This design comes from an exercise in tuning for small area on the open sky130 flow, not from production work. In this exercise RTL edits were held to simulation tests only and were not proved equivalent to the original. Power and IR drop assume default switching activity.

==> flow/design.v <==
`default_nettype none
module fp_add (
    input  var logic        clk,
    input  var logic        rst,
    input  var logic        valid_i,
    input  var logic [31:0] num_a_i,
    input  var logic [31:0] num_b_i,
    output var logic [31:0] num_o,
    output var logic        valid_o
);
function automatic logic [24:0] add24(input logic [23:0] a, input logic [23:0] b, input logic ci);
    logic [24:0] c;
    logic [23:0] s;
    c[0] = ci;
    for (int i = 0; i < 24; i++) begin
        s[i]   = a[i] ^ b[i] ^ c[i];
        c[i+1] = (a[i] & b[i]) | ((a[i] ^ b[i]) & c[i]);
    end
    add24 = { c[24], s };
endfunction
function automatic logic [8:0] add8(input logic [7:0] a, input logic [7:0] b, input logic ci);
    logic [8:0] c;
    logic [7:0] s;
    c[0] = ci;
    for (int i = 0; i < 8; i++) begin
        s[i]   = a[i] ^ b[i] ^ c[i];
        c[i+1] = (a[i] & b[i]) | ((a[i] ^ b[i]) & c[i]);
    end
    add8 = { c[8], s };
endfunction
function automatic logic gt32(input logic [31:0] a, input logic [31:0] b);
    logic g;
    g = 1'b0;
    for (int i = 0; i < 32; i++)
        g = (a[i] & ~b[i]) | (~(a[i] ^ b[i]) & g);
    gt32 = g;
endfunction
logic        sa, sb;
logic [7:0]  ea, eb, xa, xb, xx, xy;
logic        a_gt_b;       
logic [8:0]  dd;
logic [7:0]  d;
logic [23:0] ma, mb, my, my_sh;
always_comb begin
    sa = num_a_i[31];
    sb = num_b_i[31];
    ea = num_a_i[30:23];
    eb = num_b_i[30:23];
    xa = (ea == '0) ? 8'd1 : ea;
    xb = (eb == '0) ? 8'd1 : eb;
    ma = { ea != '0, num_a_i[22:0] };
    mb = { eb != '0, num_b_i[22:0] };
    a_gt_b = gt32({ num_a_i[30:0], ~sa }, { num_b_i[30:0], ~sb });
    xx = a_gt_b ? xa : xb;
    xy = a_gt_b ? xb : xa;
    dd = add8(xx, ~xy, 1'b1);
    d  = dd[7:0];
    my    = a_gt_b ? mb : ma;
    my_sh = my >> d;
end
logic        valid_p1;
logic        sx_p1;
logic        sub_p1;
logic [7:0]  h_p1;
logic [23:0] mx_p1;
logic [23:0] my_p1;
always_ff @(posedge clk) begin
    sx_p1  <= a_gt_b ? sa : sb;
    sub_p1 <= sa ^ sb;
    h_p1   <= xx;
    mx_p1  <= a_gt_b ? ma : mb;
    my_p1  <= my_sh;
end
always_ff @(posedge clk)
    if (rst)
        valid_p1 <= '0;
    else
        valid_p1 <= valid_i;
logic [24:0] sum;
always_comb begin
    sum = add24(mx_p1, my_p1 ^ {24{sub_p1}}, sub_p1);
    sum[24] = sum[24] & ~sub_p1;
end
logic [23:0] r_p2;
logic        c_p2;
logic        s_p2;
logic [7:0]  h_p2;
always_ff @(posedge clk) begin
    r_p2 <= sum[23:0];
    c_p2 <= sum[24];
    s_p2 <= sx_p1;
    h_p2 <= h_p1;
end
always_ff @(posedge clk)
    if (rst)
        valid_o <= '0;
    else
        valid_o <= valid_p1;
logic [4:0]  lz;
logic [23:0] r_n;
logic [8:0]  hm;
logic [7:0]  e_o;
logic [22:0] m_o;
always_comb begin
    lz = '0;
    for (int i = 0; i < 24; i++)
        if (r_p2[i])
            lz = 5'(23 - i);
    r_n = r_p2 << lz;
    hm  = add8(h_p2, ~{3'b000, lz}, 1'b1);
    if (c_p2) begin
        if (h_p2 != 8'd254) begin
            e_o = add8(h_p2, 8'd0, 1'b1);
            m_o = r_p2[23:1];
        end else begin
            e_o = h_p2;
            m_o = '1;
        end
    end else begin
        e_o = (r_p2 == '0) ? 8'd0 : hm[7:0];
        m_o = r_n[22:0];
    end
    num_o = { s_p2, e_o, m_o };
end
endmodule
`resetall
Settings: LEC_CHECK=0, ABC_AREA=1, CAP_MARGIN=20, CORE_MARGIN=2, CORE_UTILIZATION=40, SLEW_MARGIN=20; clock period 4.7 ns.
run.sh (not shown) runs the stock make flow with config.mk's settings and CLKGATE_MAP_FILE= SYNTH_SCRIPT=/design/flow/synth_recipe.tcl, a recipe that flattens the netlist after the stock synthesis.
The starting point ran to the end with violations: negative setup slack.
==> next run, changes <==
==> flow/design.v (replaced) <==
`default_nettype none
module fp_add (
    input  var logic        clk,
    input  var logic        rst,
    input  var logic        valid_i,
    input  var logic [31:0] num_a_i,
    input  var logic [31:0] num_b_i,
    output var logic [31:0] num_o,
    output var logic        valid_o
);
logic        sa, sb;
logic [7:0]  ea, eb, xa, xb;
logic        a_gt_b;       
logic [8:0]  dab, dba;
logic [7:0]  d;
logic [23:0] ma, mb, my, my_sh;
always_comb begin
    sa = num_a_i[31];
    sb = num_b_i[31];
    ea = num_a_i[30:23];
    eb = num_b_i[30:23];
    xa = (ea == '0) ? 8'd1 : ea;
    xb = (eb == '0) ? 8'd1 : eb;
    ma = { ea != '0, num_a_i[22:0] };
    mb = { eb != '0, num_b_i[22:0] };
    a_gt_b = { num_a_i[30:0], ~sa } > { num_b_i[30:0], ~sb };
    dab = { 1'b0, xa } - { 1'b0, xb };
    dba = { 1'b0, xb } - { 1'b0, xa };
    d   = dab[8] ? dba[7:0] : dab[7:0];
    my    = a_gt_b ? mb : ma;
    my_sh = my >> d;
end
logic        valid_p1;
logic        sx_p1;
logic        sub_p1;
logic [7:0]  h_p1;
logic [23:0] mx_p1;
logic [23:0] my_p1;
always_ff @(posedge clk) begin
    sx_p1  <= a_gt_b ? sa : sb;
    sub_p1 <= sa ^ sb;
    h_p1   <= a_gt_b ? xa : xb;
    mx_p1  <= a_gt_b ? ma : mb;
    my_p1  <= my_sh;
end
always_ff @(posedge clk)
    if (rst)
        valid_p1 <= '0;
    else
        valid_p1 <= valid_i;
logic [24:0] sum;
always_comb begin
    if (sub_p1)
        sum = { 1'b0, mx_p1 - my_p1 };
    else
        sum = { 1'b0, mx_p1 } + { 1'b0, my_p1 };
end
logic [23:0] r_p2;
logic        c_p2;
logic        s_p2;
logic [7:0]  h_p2;
always_ff @(posedge clk) begin
    r_p2 <= sum[23:0];
    c_p2 <= sum[24];
    s_p2 <= sx_p1;
    h_p2 <= h_p1;
end
always_ff @(posedge clk)
    if (rst)
        valid_o <= '0;
    else
        valid_o <= valid_p1;
logic [4:0]  lz;
logic [23:0] r_n;
logic [7:0]  e_o;
logic [22:0] m_o;
always_comb begin
    lz = '0;
    for (int i = 0; i < 24; i++)
        if (r_p2[i])
            lz = 5'(23 - i);
    r_n = r_p2 << lz;
    if (c_p2) begin
        if (h_p2 != 8'd254) begin
            e_o = h_p2 + 8'd1;
            m_o = r_p2[23:1];
        end else begin
            e_o = h_p2;
            m_o = '1;
        end
    end else begin
        e_o = (r_p2 == '0) ? 8'd0 : h_p2 - 8'(lz);
        m_o = r_n[22:0];
    end
    num_o = { s_p2, e_o, m_o };
end
endmodule
`resetall
=> The changed run passed the timing, DRC and antenna checks; via count rose by roughly a tenth; cell count rose by roughly a tenth; routed wire length rose slightly; clock power fell by a few percent; non-clock buffer count fell by 136; worst hold slack is about the same; sequential cell count does not change; total power fell by a quarter to a third; global-route usage fell by 0.51 points; die area rose by about a fifth; count of clock-buffer cells in the layout rose by 2; sequential power rose by a few percent.

static timing again, ports no longer ideal:
No port has a modelled driver above. Below, the same layouts with a new extraction and two added sets of constraints. Step 1, drivers: a clkbuf_16 drives clk and a buf_2 each remaining input, both assumed. Step 2 times the ports against the registers' clock, not the clock port: input delays grow and output delays shrink by t, the midpoint of the rising clock arrivals with the driver on. Slacks: ideal ports / drivers / drivers and shift; pairs: ideal ports / drivers.
run | t, ns | slack for setup (ns) | worst hold slack (ns) | clock arrival spread, ns | cell pins on the clock port's net
the first run | 0.369 | -4.693 / -4.693 / -4.693 | 0.327 / 0.327 / 0.327 | 0.007 / 0.006 | 1
the second run | 0.376 | 0.289 / 0.249 / 0.066 | 0.326 / 0.326 / 0.326 | 0.008 / 0.007 | 1
The setup slack of the second run, which loses most, moves by -0.040 ns with the drivers and by -0.223 ns with both steps.
